Context: an optimization exercise on an open-source flow, tuned for small area. The choices shown serve that exercise and are no tape-out recipe. In this exercise RTL edits were held to simulation tests only and were not proved equivalent to the original. The clock port is modelled as an ideal driver, which makes a skipped or thinned clock tree look cheaper than it is; a real chip needs a root buffer or a tree. Power and IR drop assume default switching activity.

==> run a: inputs <==
## elevator_controller
module elevator_controller #(
  parameter N = 8,
  parameter NUM_CLK_DELAY = 1024
  )(
  input                    clk,     
  input                    rst_n,   
  input  [N-1:0]           button_up,
  input  [N-1:0]           button_down,
  input                    button_close,
  input                    button_open,
  input  [N-1:0]           button_select_floor,
  input  [N-1:0]           floor_sensor,
  input                    overweight_sensor,
  input                    fire_alert,
  output                   close_door,
  output                   open_door,
  output                   motor_up,
  output                   motor_down,
  output reg               direction_up,
  output reg               direction_down
);
  localparam CHECK = 2'b00, UP = 2'b01, DOWN = 2'b10, OPEN = 2'b11;
  localparam CW = $clog2(NUM_CLK_DELAY);
  reg  [1:0] state;
  reg  [2:0] floor_reg;
  reg  [CW-1:0] elapsed;
  reg           done;
  reg  [2:0] cf;
  integer i;
  always @(*) begin
    cf = floor_reg;
    for (i = 0; i < N; i = i + 1)
      if (floor_sensor[i]) cf = i;
  end
  wire [N-1:0] rq = button_select_floor | button_up | button_down;
  reg higher, lower;
  always @(*) begin
    higher = 1'b0;
    lower  = 1'b0;
    for (i = 0; i < N; i = i + 1) begin
      if (i > cf) higher = higher | rq[i];
  ...
==> module elevator_controller, before the edit <==
module elevator_controller #(
  parameter N = 8,
  parameter NUM_CLK_DELAY = 1024
  )(
  input                    clk,     
  input                    rst_n,   
  input  [N-1:0]           button_up,
  input  [N-1:0]           button_down,
  input                    button_close,
  input                    button_open,
  input  [N-1:0]           button_select_floor,
  input  [N-1:0]           floor_sensor,
  input                    overweight_sensor,
  input                    fire_alert,
  output                   close_door,
  output                   open_door,
  output                   motor_up,
  output                   motor_down,
  output reg               direction_up,
  output reg               direction_down
);
  localparam CHECK = 2'b00, UP = 2'b01, DOWN = 2'b10, OPEN = 2'b11;
  localparam CW = $clog2(NUM_CLK_DELAY);
  reg  [1:0] state;
  reg  [2:0] floor_reg;
  reg  [CW-1:0] elapsed;
  reg           done;
  reg  [2:0] cf;
  integer i;
  always @(*) begin
    cf = floor_reg;
    for (i = 0; i < N; i = i + 1)
      if (floor_sensor[i]) cf = i;
  end
  wire [N-1:0] rq = button_select_floor | button_up | button_down;
  reg higher, lower;
  always @(*) begin
    higher = 1'b0;
    lower  = 1'b0;
    for (i = 0; i < N; i = i + 1) begin
      if (i > cf) higher = higher | rq[i];
      if (i < cf) lower  = lower  | rq[i];
    end
  end
  wire rq_c   = rq[cf];
  wire up_c   = button_up[cf];
  wire down_c = button_down[cf];
  wire up_floor   = ({1'b0, cf} == {1'b0, floor_reg} + 4'd1);
  wire down_floor = ({1'b0, cf} + 4'd1 == {1'b0, floor_reg});
  wire s_check = (state == CHECK);
  wire s_open  = (state == OPEN);
  assign motor_up   = (state == UP);
  assign motor_down = (state == DOWN);
  wire hold = overweight_sensor | button_open;
  assign close_door = s_open & ~hold & (button_close | done);
  assign open_door  = s_open & ~close_door;
  wire inc = s_open & ~hold & ~button_close;
  wire open_req = rq_c & (up_c ? ~direction_down : (~down_c | ~direction_up));
  wire init = s_check & ~fire_alert & open_req;
  reg [1:0] next_state;
  always @(*) begin
    case (state)
      CHECK:
        if (fire_alert | open_req)               next_state = OPEN;
        else if (higher & ~direction_down)       next_state = UP;
        else if (lower & ~higher & ~direction_up) next_state = DOWN;
        else                                     next_state = CHECK;
      UP:   next_state = up_floor   ? CHECK : UP;
      DOWN: next_state = down_floor ? CHECK : DOWN;
      default: next_state = close_door ? CHECK : OPEN;
    endcase
  end
  always @(posedge clk or negedge rst_n) begin
    if (~rst_n) begin
      state          <= CHECK;
      floor_reg      <= 3'd0;
      direction_up   <= 1'b0;
      direction_down <= 1'b0;
      done           <= 1'b1;
    end else begin
      state     <= next_state;
      floor_reg <= cf;
      if (up_floor) begin
        direction_up   <= (cf != N-1);
        direction_down <= 1'b0;
      end else if (down_floor) begin
        direction_up   <= 1'b0;
        direction_down <= (cf != 0);
      end else begin
        direction_up   <= direction_up & (up_c | higher);
        direction_down <= direction_down & (down_c | lower);
      end
      done <= ~init & (done | (inc & (&elapsed)));
    end
  end
  always @(posedge clk) begin
    if (init)
      elapsed <= {CW{1'b0}};
    else if (inc)
      elapsed <= elapsed + 1'b1;
  end
endmodule
==> flow/config.mk <==
export PLATFORM = sky130hd
export DESIGN_NAME = elevator_controller
export DESIGN_NICKNAME = elevator_controller
export VERILOG_FILES = /design/flow/design.v
export SDC_FILE = /design/flow/constraint.sdc
export NUM_CORES = 4
export LEC_CHECK = 0
export CAP_MARGIN = 0
export CORE_MARGIN = 2
export CORE_UTILIZATION = 25
export GPL_TIMING_DRIVEN = 0
export SLEW_MARGIN = 0
==> flow/constraint.sdc <==
create_clock -name core_clock -period 10.0 [get_ports {clk}]
set_input_delay 2.0000 -clock core_clock [delete_from_list [all_inputs] [get_ports {clk}]]
set_output_delay 2.0000 -clock core_clock [all_outputs]
set_load 0.01 [all_outputs]
standard.sh (not shown) runs the stock make flow with config.mk's settings and CLKGATE_MAP_FILE= SYNTH_SCRIPT=/design/flow/synth_recipe.tcl, a recipe that flattens the netlist after the stock synthesis.
==> flow/flow/run.sh <==
#!/bin/bash
# Own layout flow: the standard ORFS flow (standard.sh), with these changes:
#  - synthesis maps logic with an area-oriented ABC script (flow/abc.script)
#    and without the half/full-adder extraction step
#  - port buffers use the smallest buffer cell
#  - the clock tree is one clock buffer driving all flip-flops
#    (flow/post_cts.tcl collapses the tree CTS builds)
# Each tool's full output goes to the ORFS logs under orfs/logs; make's own
# output goes to flow.log.
set -euo pipefail
W=$PWD
rm -rf "$W/scripts"
cp -r "$FLOW_HOME/scripts" "$W/scripts"
cp "$W/flow/abc.script" "$W/scripts/abc_speed.script"
CTS="-sink_clustering_enable -repair_clock_nets -buf_list {sky130_fd_sc_hd__clkbuf_4} -root_buf sky130_fd_sc_hd__clkbuf_4 -dont_use_dummy_load"
bash standard.sh "SCRIPTS_DIR=$W/scripts" "ADDER_MAP_FILE=" \
  "BUFFER_PORTS_ARGS=-buffer_cell sky130_fd_sc_hd__buf_1" \
  "CTS_ARGS=$CTS" "POST_CTS_TCL=$W/flow/post_cts.tcl" \
  "POST_CTS_ROOT_CELL=sky130_fd_sc_hd__clkbuf_8" finish > "$W/flow.log" 2>&1
==> flow/flow/abc.script <==
strash
&get -n
&deepsyn -T 60
&put
&get -n
&dch -f
&nf -R 1000 -p
&put
==> flow/flow/post_cts.tcl <==
# Collapse the clock tree that CTS built (a root buffer feeding a few leaf
# buffers) into the root buffer alone, driving every flip-flop directly.
# Every flip-flop still gets its clock through the same single buffer.
set block [ord::get_db_block]
set clk_port_net [$block findNet clk]
set root ""
foreach it [$clk_port_net getITerms] {
  if { [[$it getMTerm] getIoType] == "INPUT" } {
    set inst [$it getInst]
    if { [string match "sky130_fd_sc_hd__clkbuf_*" [[$inst getMaster] getName]] } {
      if { $root != "" } { puts "post_cts: more than one buffer on clk, leaving the tree"; set root "x" }
      if { $root == "" } { set root $inst }
    }
  }
}
if { $root != "" && $root != "x" } {
  set rnet [[$root findITerm X] getNet]
  set leaves {}
  foreach it [$rnet getITerms] {
    set inst [$it getInst]
    if { $inst == $root } { continue }
    if { [string match "sky130_fd_sc_hd__clkbuf_*" [[$inst getMaster] getName]] } {
      lappend leaves $inst
    }
  }
  foreach leaf $leaves {
    set lnet [[$leaf findITerm X] getNet]
    set sinks {}
    foreach it [$lnet getITerms] {
      if { [$it getInst] != $leaf } { lappend sinks $it }
    }
    foreach it $sinks {
      $it disconnect
      $it connect $rnet
    }
    puts "post_cts: removed [$leaf getName], moved [llength $sinks] sinks to [$rnet getName]"
    odb::dbInst_destroy $leaf
    odb::dbNet_destroy $lnet
  }
  if { [[$root getMaster] getName] != $::env(POST_CTS_ROOT_CELL) } {
    replace_cell [$root getName] $::env(POST_CTS_ROOT_CELL)
  }
  detailed_placement
  check_placement -verbose
  estimate_parasitics -placement
  report_clock_skew
  report_checks -path_delay min_max
}
==> inputs of run b, as changes to run a <==
--- a/flow/flow/run.sh
+++ b/flow/flow/run.sh
@@ -16,4 +16,4 @@
 bash standard.sh "SCRIPTS_DIR=$W/scripts" "ADDER_MAP_FILE=" \
   "BUFFER_PORTS_ARGS=-buffer_cell sky130_fd_sc_hd__buf_1" \
   "CTS_ARGS=$CTS" "POST_CTS_TCL=$W/flow/post_cts.tcl" \
-  "POST_CTS_ROOT_CELL=sky130_fd_sc_hd__clkbuf_8" finish > "$W/flow.log" 2>&1
+  "POST_CTS_ROOT_CELL=sky130_fd_sc_hd__clkbuf_4" finish > "$W/flow.log" 2>&1
--- a/flow/flow/post_cts.tcl
+++ b/flow/flow/post_cts.tcl
@@ -37,9 +37,7 @@
     odb::dbInst_destroy $leaf
     odb::dbNet_destroy $lnet
   }
-  if { [[$root getMaster] getName] != $::env(POST_CTS_ROOT_CELL) } {
-    replace_cell [$root getName] $::env(POST_CTS_ROOT_CELL)
-  }
+  replace_cell $root $::env(POST_CTS_ROOT_CELL)
   detailed_placement
   check_placement -verbose
   estimate_parasitics -placement
CAP_MARGIN = 20   (was 0)
CORE_UTILIZATION = 40   (was 25)
SLEW_MARGIN = 20   (was 0)
==> inputs of run c, as changes to run a <==
==> flow/flow/abc.script (replaced) <==
strash
&get -n
&deepsyn -J 300 -T 600
&put
&get -n
&dch -f
&nf -R 1000 -p -F 10 -C 32
&put
==> inputs of run d, as changes to run a <==
--- a/flow/design.v
+++ b/flow/design.v
@@ -54,7 +54,7 @@
   wire hold = overweight_sensor | button_open;
   assign close_door = s_open & ~hold & (button_close | done);
   assign open_door  = s_open & ~close_door;
-  wire inc = s_open & ~hold & ~button_close;
+  wire dec = s_open & ~hold & ~button_close & ~done;
   wire open_req = rq_c & (up_c ? ~direction_down : (~down_c | ~direction_up));
   wire init = s_check & ~fire_alert & open_req;
   reg [1:0] next_state;
@@ -90,13 +90,16 @@
         direction_up   <= direction_up & (up_c | higher);
         direction_down <= direction_down & (down_c | lower);
       end
-      done <= ~init & (done | (inc & (&elapsed)));
+      if (init)
+        done <= 1'b0;
+      else if (dec)
+        done <= &elapsed;
     end
   end
   always @(posedge clk) begin
     if (init)
       elapsed <= {CW{1'b0}};
-    else if (inc)
+    else if (dec)
       elapsed <= elapsed + 1'b1;
   end
 endmodule
==> flow/run.sh (new file) <==
#!/bin/bash
# synth_recipe.tcl (not shown) runs the flow's synth.tcl, then flattens the netlist and writes it again
# the make line also repeats each setting of config.mk as NAME=value (left out here)
make -C /OpenROAD-flow-scripts/flow DESIGN_CONFIG=/design/flow/config.mk WORK_HOME=/design/flow/orfs CLKGATE_MAP_FILE= SYNTH_SCRIPT=/design/flow/synth_recipe.tcl finish
CAP_MARGIN = 20   (was 0)
CORE_UTILIZATION = 40   (was 25)
GPL_TIMING_DRIVEN = default   (was 0)
SLEW_MARGIN = 20   (was 0)
removed: flow/flow/run.sh
removed: flow/flow/abc.script
removed: flow/flow/post_cts.tcl
removed: flow/standard.sh
==> comparison <==
Run a produced a clean layout. Run d passed the timing, DRC and antenna checks. Run b died in clock tree synthesis. Run c completed with no timing, DRC or antenna violations.
Of run a and run d, run a has the higher fmax (gap 7.2%, measured against run d).
Of run d and run c, run d has the higher clock-buffer cell count (gap 3).
Against run d, the synthesized cell count of run b is smaller by 22%.
Wire length, lowest first: run a, run c, run d.
Non-clock buffer count is the same in run a and run d.
In run a the first-iteration DRC count is lower than in run d, by 31%.
Against run d, the sequential power of run c is smaller by 2.3%.
Against run d, the register-to-register slack of run c is lower by 0.24 ns.
==> figures <==
Run status: run b did not finish; run c complete, no violations; run a complete, no violations; run d complete, no violations
Last stage reached: run b clock tree synthesis; run c -; run a -; run d -
Crit path kind: run b -; run c in2reg; run a in2reg; run d in2out
Worst slack on hold paths: run b -; run c 0.4965 ns; run a 0.4962 ns; run d 0.5265 ns
Number of combinational gates with multiple inputs: run b -; run c 133; run a 129; run d 163
Number of inverters outside the clock class in the layout: run b -; run c 4; run a 6; run d 14
Highest achievable clock rate: run b -; run c 0.2109 GHz; run a 0.1952 GHz; run d 0.1821 GHz
Portion of the post-synthesis area used by sequential elements: run b 0.3547; run c 0.3543; run a 0.3547; run d 0.2439
Via count normalized by instance count: run b -; run c 5.071; run a 5.004; run d 5.678
Buffers excl. clock: run b -; run c 44; run a 43; run d 43
Power density cells: run b -; run c 141.3 nW/um2; run a 135.4 nW/um2; run d 127.6 nW/um2
CP max stage cell: run b -; run c sky130_fd_sc_hd__o21bai_1; run a sky130_fd_sc_hd__nor4_2; run d sky130_fd_sc_hd__clkdlybuf4s50_1
Via count: run b -; run c 1278; run a 1246; run d 1658
Cell area reported after detailed placement: run b 1344 um2; run c 1374 um2; run a 1365 um2; run d 2121 um2
Slew at the pin closest to its max-slew limit: run b -; run c 0.7890 ns; run a 0.9398 ns; run d 1.021 ns
Fraction of power consumed by combinational cells: run b -; run c 0.371; run a 0.329; run d 0.433
Area of the multi-input gates: run b -; run c 728.2 um2; run a 714.4 um2; run d 1185 um2
Fraction of the mapped netlist area in adder cells: run b 0; run c 0; run a 0; run d 0.04559
Crit-path most repeated cell: run b -; run c sky130_fd_sc_hd__nor2_1; run a sky130_fd_sc_hd__nor2_1; run d sky130_fd_sc_hd__clkdlybuf4s50_1

[static timing again, ports no longer ideal]
Ports are ideal in the flow. The routed layouts listed here were re-timed in OpenROAD. Step 1, drivers: a clkbuf_16 drives clk and a buf_2 each remaining input, both assumed. Step 2 adds t to the input delays and takes it off the output delays; t is the mean of the earliest and latest rising clock arrival at the registers after step 1. Input paths then give back, and output paths get back, about the clock's delay inside the block. Three values: ideal ports, drivers, drivers and shift; two values: the first two.
run	t, ns	setup WS [ns]	hold slack, ns	worst setup path at the end	slew at the worst register clock pin (ns)
run a	0.182	4.876 / 4.873 / 4.691	0.496 / 0.496 / 0.496	input to register	0.11 / 0.11
run c	0.181	5.259 / 5.246 / 5.080	0.497 / 0.497 / 0.497	input to register	0.11 / 0.11
run d	0.275	4.509 / 4.487 / 4.487	0.526 / 0.526 / 0.526	input to output	0.07 / 0.07
After both steps every run listed still meets setup and hold. The setup slack of run a, which loses most, moves by -0.003 ns with the drivers and by -0.185 ns with both steps.
